Context: an optimization exercise on an open-source flow, tuned for small area and a short achievable clock period. The choices shown serve that exercise and are no tape-out recipe. In this exercise RTL edits were held to simulation tests only and were not proved equivalent to the original. No activity file was given, so power comes from the tool's default toggle rates.

==> flow/run.sh <==
#!/bin/bash
# synth_recipe.tcl (not shown) runs the flow's synth.tcl, then flattens the netlist and writes it again
# the make line also repeats each setting of config.mk as NAME=value (left out here)
make -C /OpenROAD-flow-scripts/flow DESIGN_CONFIG=/design/flow/config.mk WORK_HOME=/design/flow/orfs CLKGATE_MAP_FILE= SYNTH_SCRIPT=/design/flow/synth_recipe.tcl finish
==> flow/config.mk <==
export PLATFORM = sky130hd
export DESIGN_NAME = processorPipe
export DESIGN_NICKNAME = processorPipe
export VERILOG_FILES = /design/flow/design.v
export SDC_FILE = /design/flow/constraint.sdc
export NUM_CORES = 4
export LEC_CHECK = 0
export CAP_MARGIN = 20
export CORE_MARGIN = 2
export CORE_UTILIZATION = 50
export PLACE_DENSITY = 0.6
export SLEW_MARGIN = 20
==> flow/constraint.sdc <==
create_clock -name core_clock -period 5.5 [get_ports {clk}]
set_input_delay 1.1000 -clock core_clock [delete_from_list [all_inputs] [get_ports {clk}]]
set_output_delay 1.1000 -clock core_clock [all_outputs]
set_load 0.01 [all_outputs]
==> flow/design.v <==
module processorPipe(
    input clk,
    input rst,
    input [15:0] instr_in,
    output [15:0] pc_out,
    output [15:0] alu_res,
    output memWrite,
    output regWrite,
    output [15:0] rf_WD,
    output [15:0] alu_b,
    output [15:0] read_rs,
    output [15:0] data_out,
    output [15:0] data_in
);
    reg [4:0] pc_q;    
    always @(posedge clk or posedge rst) begin
        if (rst)
            pc_q <= 5'd0;
        else
            pc_q <= pc_q + 5'd1;
    end
    assign pc_out = {10'd0, pc_q, 1'b0};
    reg [15:0] ir;
    always @(posedge clk)
        ir <= instr_in;
    wire [3:0] op = ir[15:12];
    wire [2:0] rs = ir[11:9];
    wire [2:0] rt = ir[8:6];
    wire [2:0] rd = ir[5:3];
    wire [2:0] fn = ir[2:0];
    reg [2:0] alu_ctrl_d;
    reg       reg_dst_d, mem_to_reg_d, mem_write_d, alu_src_d, reg_write_d;
    always @(*) begin
        reg_dst_d = 1'b0;
        mem_to_reg_d = 1'b0;
        mem_write_d = 1'b0;
        alu_src_d = 1'b0;
        reg_write_d = 1'b0;
        alu_ctrl_d = 3'b010;
        case (op)
            4'b0000: begin reg_dst_d = 1'b1; reg_write_d = 1'b1; alu_ctrl_d = fn; end
            4'b0001: begin alu_src_d = 1'b1; reg_write_d = 1'b1; end
            4'b0010: begin alu_src_d = 1'b1; reg_write_d = 1'b1; alu_ctrl_d = 3'b110; end
            4'b1000: begin alu_src_d = 1'b1; reg_write_d = 1'b1; mem_to_reg_d = 1'b1; end
            4'b1010: begin alu_src_d = 1'b1; mem_write_d = 1'b1; end
            4'b1100: begin alu_ctrl_d = 3'b110; end
            default: ;
        endcase
    end
    reg [16*8-1:0] rf;    
    reg [15:0] rs_val, rt_val;
    integer i;
    always @(*) begin
        rs_val = 16'd0;
        rt_val = 16'd0;
        for (i = 1; i < 8; i = i + 1) begin
            rs_val = rs_val | (rf[16*i +: 16] & {16{rs == i[2:0]}});
            rt_val = rt_val | (rf[16*i +: 16] & {16{rt == i[2:0]}});
        end
    end
    wire [15:0] imm_ext = {{10{ir[5]}}, ir[5:0]};
    reg [15:0] ex_a, ex_b, ex_s;
    reg [2:0]  ex_ctrl;
    reg        ex_sub, ex_mem_write, ex_reg_write, ex_mem_to_reg;
    reg [2:0]  ex_wreg;
    always @(posedge clk) begin
        ex_a <= rs_val;
        ex_b <= alu_src_d ? imm_ext : rt_val;
        ex_s <= rt_val;
        ex_ctrl <= alu_ctrl_d;
        ex_sub <= alu_ctrl_d[2] & alu_ctrl_d[1];
        ex_mem_write <= mem_write_d;
        ex_reg_write <= reg_write_d;
        ex_mem_to_reg <= mem_to_reg_d;
        ex_wreg <= reg_dst_d ? rd : rt;
    end
    assign read_rs = ex_a;
    assign alu_b = ex_b;
    wire [15:0] bx = ex_b ^ {16{ex_sub}};
    wire [15:0] sum = ex_a + bx + {15'd0, ex_sub};
    wire slt = (ex_a[15] ^ ex_b[15]) ? ex_a[15] : sum[15];
    reg [15:0] alu_out;
    always @(*) begin
        case (ex_ctrl)
            3'b000: alu_out = ex_a & ex_b;
            3'b001: alu_out = ex_a | ex_b;
            3'b010: alu_out = sum;
            3'b011: alu_out = ex_a ^ ex_b;
            3'b100: alu_out = ~(ex_a | ex_b);
            3'b110: alu_out = sum;
            3'b111: alu_out = {15'd0, slt};
            default: alu_out = 16'd0;
        endcase
    end
    reg [15:0] m_res, m_s;
    reg        m_mem_write, m_reg_write, m_mem_to_reg;
    reg [2:0]  m_wreg;
    always @(posedge clk) begin
        m_res <= alu_out;
        m_s <= ex_s;
        m_mem_write <= ex_mem_write;
        m_reg_write <= ex_reg_write;
        m_mem_to_reg <= ex_mem_to_reg;
        m_wreg <= ex_wreg;
    end
    assign alu_res = m_res;
    assign memWrite = m_mem_write;
    assign data_in = m_s;
    reg [8*32-1:0] mem_e;    
    reg [8*32-1:0] mem_o;    
    wire [5:0] a = m_res[5:0];
    wire hi_zero = (m_res[15:6] == 10'd0);
    wire rd_ok = hi_zero & (a != 6'd63);
    wire wr_ok = m_mem_write & hi_zero & (a >= 6'd5) & (a <= 6'd62);
    reg [31:0] sel_o, sel_e;
    integer j;
    always @(*) begin
        for (j = 0; j < 32; j = j + 1) begin
            sel_o[j] = (a[5:1] == j[4:0]);
            sel_e[j] = (a == 2 * j) | (a == 2 * j - 1);
        end
    end
    reg [7:0] rd_e, rd_o;
    always @(*) begin
        rd_e = (8'h12 & {8{sel_e[0]}}) | (8'h22 & {8{sel_e[1]}}) | (8'h01 & {8{sel_e[2]}});
        rd_o = (8'h02 & {8{sel_o[0]}}) | (8'h20 & {8{sel_o[1]}});
        for (j = 3; j < 32; j = j + 1)
            rd_e = rd_e | (mem_e[8*j +: 8] & {8{sel_e[j]}});
        for (j = 2; j < 32; j = j + 1)
            rd_o = rd_o | (mem_o[8*j +: 8] & {8{sel_o[j]}});
    end
    wire [7:0] rd_lo = a[0] ? rd_o : rd_e;
    wire [7:0] rd_hi = a[0] ? rd_e : rd_o;
    wire [15:0] mem_rd = {rd_hi, rd_lo} & {16{rd_ok}};
    wire [7:0] wd_e = a[0] ? m_s[15:8] : m_s[7:0];
    wire [7:0] wd_o = a[0] ? m_s[7:0] : m_s[15:8];
    always @(posedge clk) begin
        for (j = 3; j < 32; j = j + 1)
            if (wr_ok & sel_e[j])
                mem_e[8*j +: 8] <= wd_e;
        for (j = 2; j < 32; j = j + 1)
            if (wr_ok & sel_o[j])
                mem_o[8*j +: 8] <= wd_o;
    end
    reg [15:0] w_data, w_wd;
    reg        w_reg_write;
    reg [2:0]  w_wreg;
    always @(posedge clk) begin
        w_data <= mem_rd;
        w_wd <= m_mem_to_reg ? mem_rd : m_res;
        w_reg_write <= m_reg_write;
        w_wreg <= m_wreg;
    end
    assign data_out = w_data;
    assign rf_WD = w_wd;
    assign regWrite = w_reg_write;
    always @(posedge clk) begin
        for (i = 1; i < 8; i = i + 1)
            if (w_reg_write & (w_wreg == i[2:0]))
                rf[16*i +: 16] <= w_wd;
    end
endmodule
==> run notes <==
## cell usage after synthesis, drive strengths merged, types with 5 or more instances
cell type    n
a221oi      24
nor4        33
nor3b        8
o211a       14
buf         57
mux2i       30
and2         6
a22oi      120
a221o        8
dfrtp        5
nor2b       17
and3        37
nand2b      22
a31oi        6
nand3       78
or2         12
xnor2       13
mux2        72
a21oi       52
mux4        22
a32oi       34
a211oi      14
ha          47
nor3        52
nand4       30
a222oi       5
a2111oi     11
or4         11
edfxtp     584
xor2        19
inv         61
o221ai      10
nor2        83
nand2       87
a22o        26
clkbuf      73
dfxtp      148
and4         6
o21ai       45
nand3b      10
## stage by stage
step                      worst slack [ns]   util  instances  power (mW)  hold WS [ns]
after floorplan                       2.53      -       2041        8.67         0.310
after global placement                1.27  0.546       2884        10.4         0.310
after detailed placement              1.32  0.546       2885        10.4         0.312
after CTS                             1.32  0.588       3020        15.4         0.320
after global routing                  1.12  0.589       3022        15.9         0.332
final                                 1.16  0.589       3023        15.5         0.316
## report_power, final
| group | total, mW | switching (mW) | leakage (nW) | internal [mW] |
|---|---|---|---|---|
| registers | 6.92 | 0.426 | 6.59 | 6.50 |
| logic | 3.47 | 2.37 | 4.27 | 1.10 |
| clock network | 5.10 | 2.13 | 1.22 | 2.97 |
| total | 15.5 | 4.92 | 12.1 | 10.6 |
## worst paths after layout
path / start / end / slack, ns / depth (start not counted)
max: m_res[5] / w_wd[10] / 1.16 / 8
min: ex_s[3] / m_s[3] / 0.32 / 0
max reg2reg: m_res[5] / w_wd[10] / 1.16 / 8
min reg2reg: ex_s[3] / m_s[3] / 0.32 / 0
max in group asynchronous: rst / pc_q[4] / 4.65 / 2
min in group asynchronous: rst / pc_q[3] / 0.68 / 2
## worst max-delay path: stages (launching register included)
cell	delay, ns
sky130_fd_sc_hd__dfxtp_2	0.83
sky130_fd_sc_hd__and3b_1	0.54
sky130_fd_sc_hd__and3_1	0.34
sky130_fd_sc_hd__a2111oi_1	1.07
sky130_fd_sc_hd__nand3_1	0.14
sky130_fd_sc_hd__or4_1	0.56
sky130_fd_sc_hd__nand2b_1	0.19
sky130_fd_sc_hd__o211a_1	0.23
sky130_fd_sc_hd__mux2_2	0.29
## cell families after synthesis
logic type,after synthesis
xor+xnor,32
mux,124
other cells,1
fa+ha+maj,49
compound gates,395
flops,737
buf+inv,191
simple gates,502
## routing by layer
layer,vias up,global-route usage,share of wire
met3,184,0.0655,0.11
met2,1208,0.461,0.44
met1,9761,0.459,0.41
li1,8283,-,-
met4,4,0.104,0.036
met5,-,0,0.00028
## final cells by class
class                      instances  area (um2)  area share
multi-input combinational       1113        8480       0.245
clock buffer                     109        2240      0.0647
tap                              773         967      0.0279
sequential                       737       20600       0.596
antenna                            1        2.50   0.0000723
inverter                          61         229     0.00661
clock inverter                    26         231     0.00669
timing repair buffer             203        1840      0.0531
==> summary.log <==
qor: synth.synth_top_family_by_area compound AO/OA/AOI/OAI gates
qor: job.max_cap_violations 0
qor: synth.synth_compound_gate_area_share 0.100
qor: sta.final_min_period_over_clock_period 0.790
qor: floorplan.ioPinCount 132
qor: cells_and_area.layout-drive-gt1-share 0.160
qor: clock_tree.latest_clock_arrival_within_the_worst_skew_pair 0.64 ns
qor: synth.synth_simple_gate_area_share 0.0910
qor: pwr.vdd_ir_drop_max 0.000265 V
qor: synth.synth.ff_latch_count 737
qor: clock_tree.cts_post_setup_buffers_inserted 0
qor: cells_and_area.largest_registers mem_o (240), mem_e (232), rf (112)
qor: sta.setup_violations 0
qor: global_routing.grt_util_all_layers 0.311
qor: floorplan.starting_utilization_of_the_core_area 0.505
qor: setup_path.worst-endpoint-required 6.01 ns
qor: sta.max_clock_freq 0.230 GHz
qor: synth.yosys_warnings 1
qor: synth.synth_cell_type_count 85
qor: cells_and_area.fin_area 0.0346 mm2
qor: sta.hold_viol_final 0
qor: synth.asyncSetResetFlopFracSynth 0.00678
qor: setup_path.crit_fanout 33
qor: cells_and_area.final_common_cell sky130_fd_sc_hd__edfxtp_1
qor: floorplan.fp.dieH 248 um
qor: sta.finalMaxSlewViolations 0
qor: synth.synth_flop_cell sky130_fd_sc_hd__edfxtp_1
qor: cells_and_area.registers.top_by_ff_count mem_o
qor: global_routing.grt_overflow 0
qor: setup_path.worst-setup-path-type flip-flop to flip-flop
qor: sta.timing_worst_slew_pin_value 1.24 ns
qor: clock_tree.cts_sinks 737
qor: placement.placed_area 0.0321 mm2
qor: placement.hpwlAfterDp 64000 um
qor: sta.slew_headroom 0.170
qor: synth.netlist.area_leader.share 0.591
qor: synth.post_synth_xor_area_fraction 0.00945
qor: clock_tree.cts_buffers 77
qor: pwr.pwr_density_cell 448 mW/mm2
qor: setup_path.startpoint_types flip-flop
qor: routing.number_of_remaining_drc_errors 0
qor: cells_and_area.fin_nets 2259
qor: synth.yosys-top-cells-area sky130_fd_sc_hd__edfxtp_1 (59%), sky130_fd_sc_hd__dfxtp_1 (10%), sky130_fd_sc_hd__a22oi_1 (3.0%), sky130_fd_sc_hd__mux2_2 (2.7%), sky130_fd_sc_hd__ha_1 (2.0%)
qor: placement.numPortBuffers 120
qor: routing.route.detailed.vias_per_inst 6.43
qor: synth.synth_seq_area_share 0.695
qor: clock_tree.buffer_levels_on_the_longest_clock_path 3
qor: sta.layout_min_cycle_time 4.34 ns
qor: routing.drt_iter0_drc 2459
qor: routing.dr.pass1.iters 6
qor: global_routing.grt_pass1_vias 18.5k
qor: pwr.leak 12.1 nW
qor: synth.post-synth-top-area-cell sky130_fd_sc_hd__edfxtp_1
qor: clock_tree.postCtsHoldBufs 0
qor: global_routing.grt_first_pass_wirelength 135000 um
qor: cells_and_area.largest_reg_flops 240
qor: sta.rsz0062_at_grt no
qor: cells_and_area.filler_cell_count 4577
qor: floorplan.core_area 0.0588 mm2
qor: clock_tree.path_clk_slew 0.06 ns
qor: clock_tree.post_cts_resize_count 0
qor: cells_and_area.layout_common_cells sky130_fd_sc_hd__edfxtp_1 (584), sky130_fd_sc_hd__dfxtp_1 (142), sky130_fd_sc_hd__clkdlybuf4s50_1 (120)
qor: floorplan.die_area 0.0613 mm2
qor: synth.syn_inst 2031
qor: setup_path.worst_ep_arrival_time 4.85 ns
qor: synth.synthMuxAreaShare 0.0543
qor: synth.synthAdderAreaFrac 0.0208
qor: placement.gp_congestion 0.991
qor: sta.clock-skew-final 0.0284 ns
qor: status.outcome finished clean
qor: clock_tree.cts_tree yes
qor: routing.routed_wl 95100 um
qor: routing.postRouteAntennaNets 0
qor: clock_tree.root_buffer sky130_fd_sc_hd__clkbuf_16
qor: cells_and_area.syn_to_final_growth 16.7%
qor: routing.post_drt_wl_per_cell 31.5 um
qor: synth.post_synthesis_instance_area 0.0297 mm2
qor: floorplan.die_x 248 um
qor: synth.synth_edf_count 584
qor: global_routing.grt_max_degree 47
qor: global_routing.antenna_found_initial 4
qor: setup_path.crit_path_end_kind flip-flop
qor: floorplan.core.rowCount 89
qor: routing.route.vias.total 19.4k
qor: worst_hold_path.hold_class flip-flop to flip-flop
qor: synth.post_synth.cell_area_avg 14.6 um2
qor: sta.fin_tns_setup 0 ns
qor: clock_tree.htree_levels 3

[port drivers added, routing unchanged]
In the flow no input, the clock included, has a driving cell. The finished layout below was timed again as built, in two steps. Step 1 assumes that a clkbuf_16 drives the clock port and a buf_2 every other input. Step 2 also shifts input and output timing later by t, the mid clock arrival at the registers, as if the neighbouring blocks saw the same clock. Three values: no drivers, after step 1, after step 2; two values: the first two.
t, ns: 0.683
setup WS [ns]: 1.156 / 1.156 / 1.156
worst setup path at the end: register to register
cell pins on the clock port's net: 1
After both steps this run still meets setup and hold. The setup slack of this run moves by 0.000 ns with the drivers and by 0.000 ns with both steps.
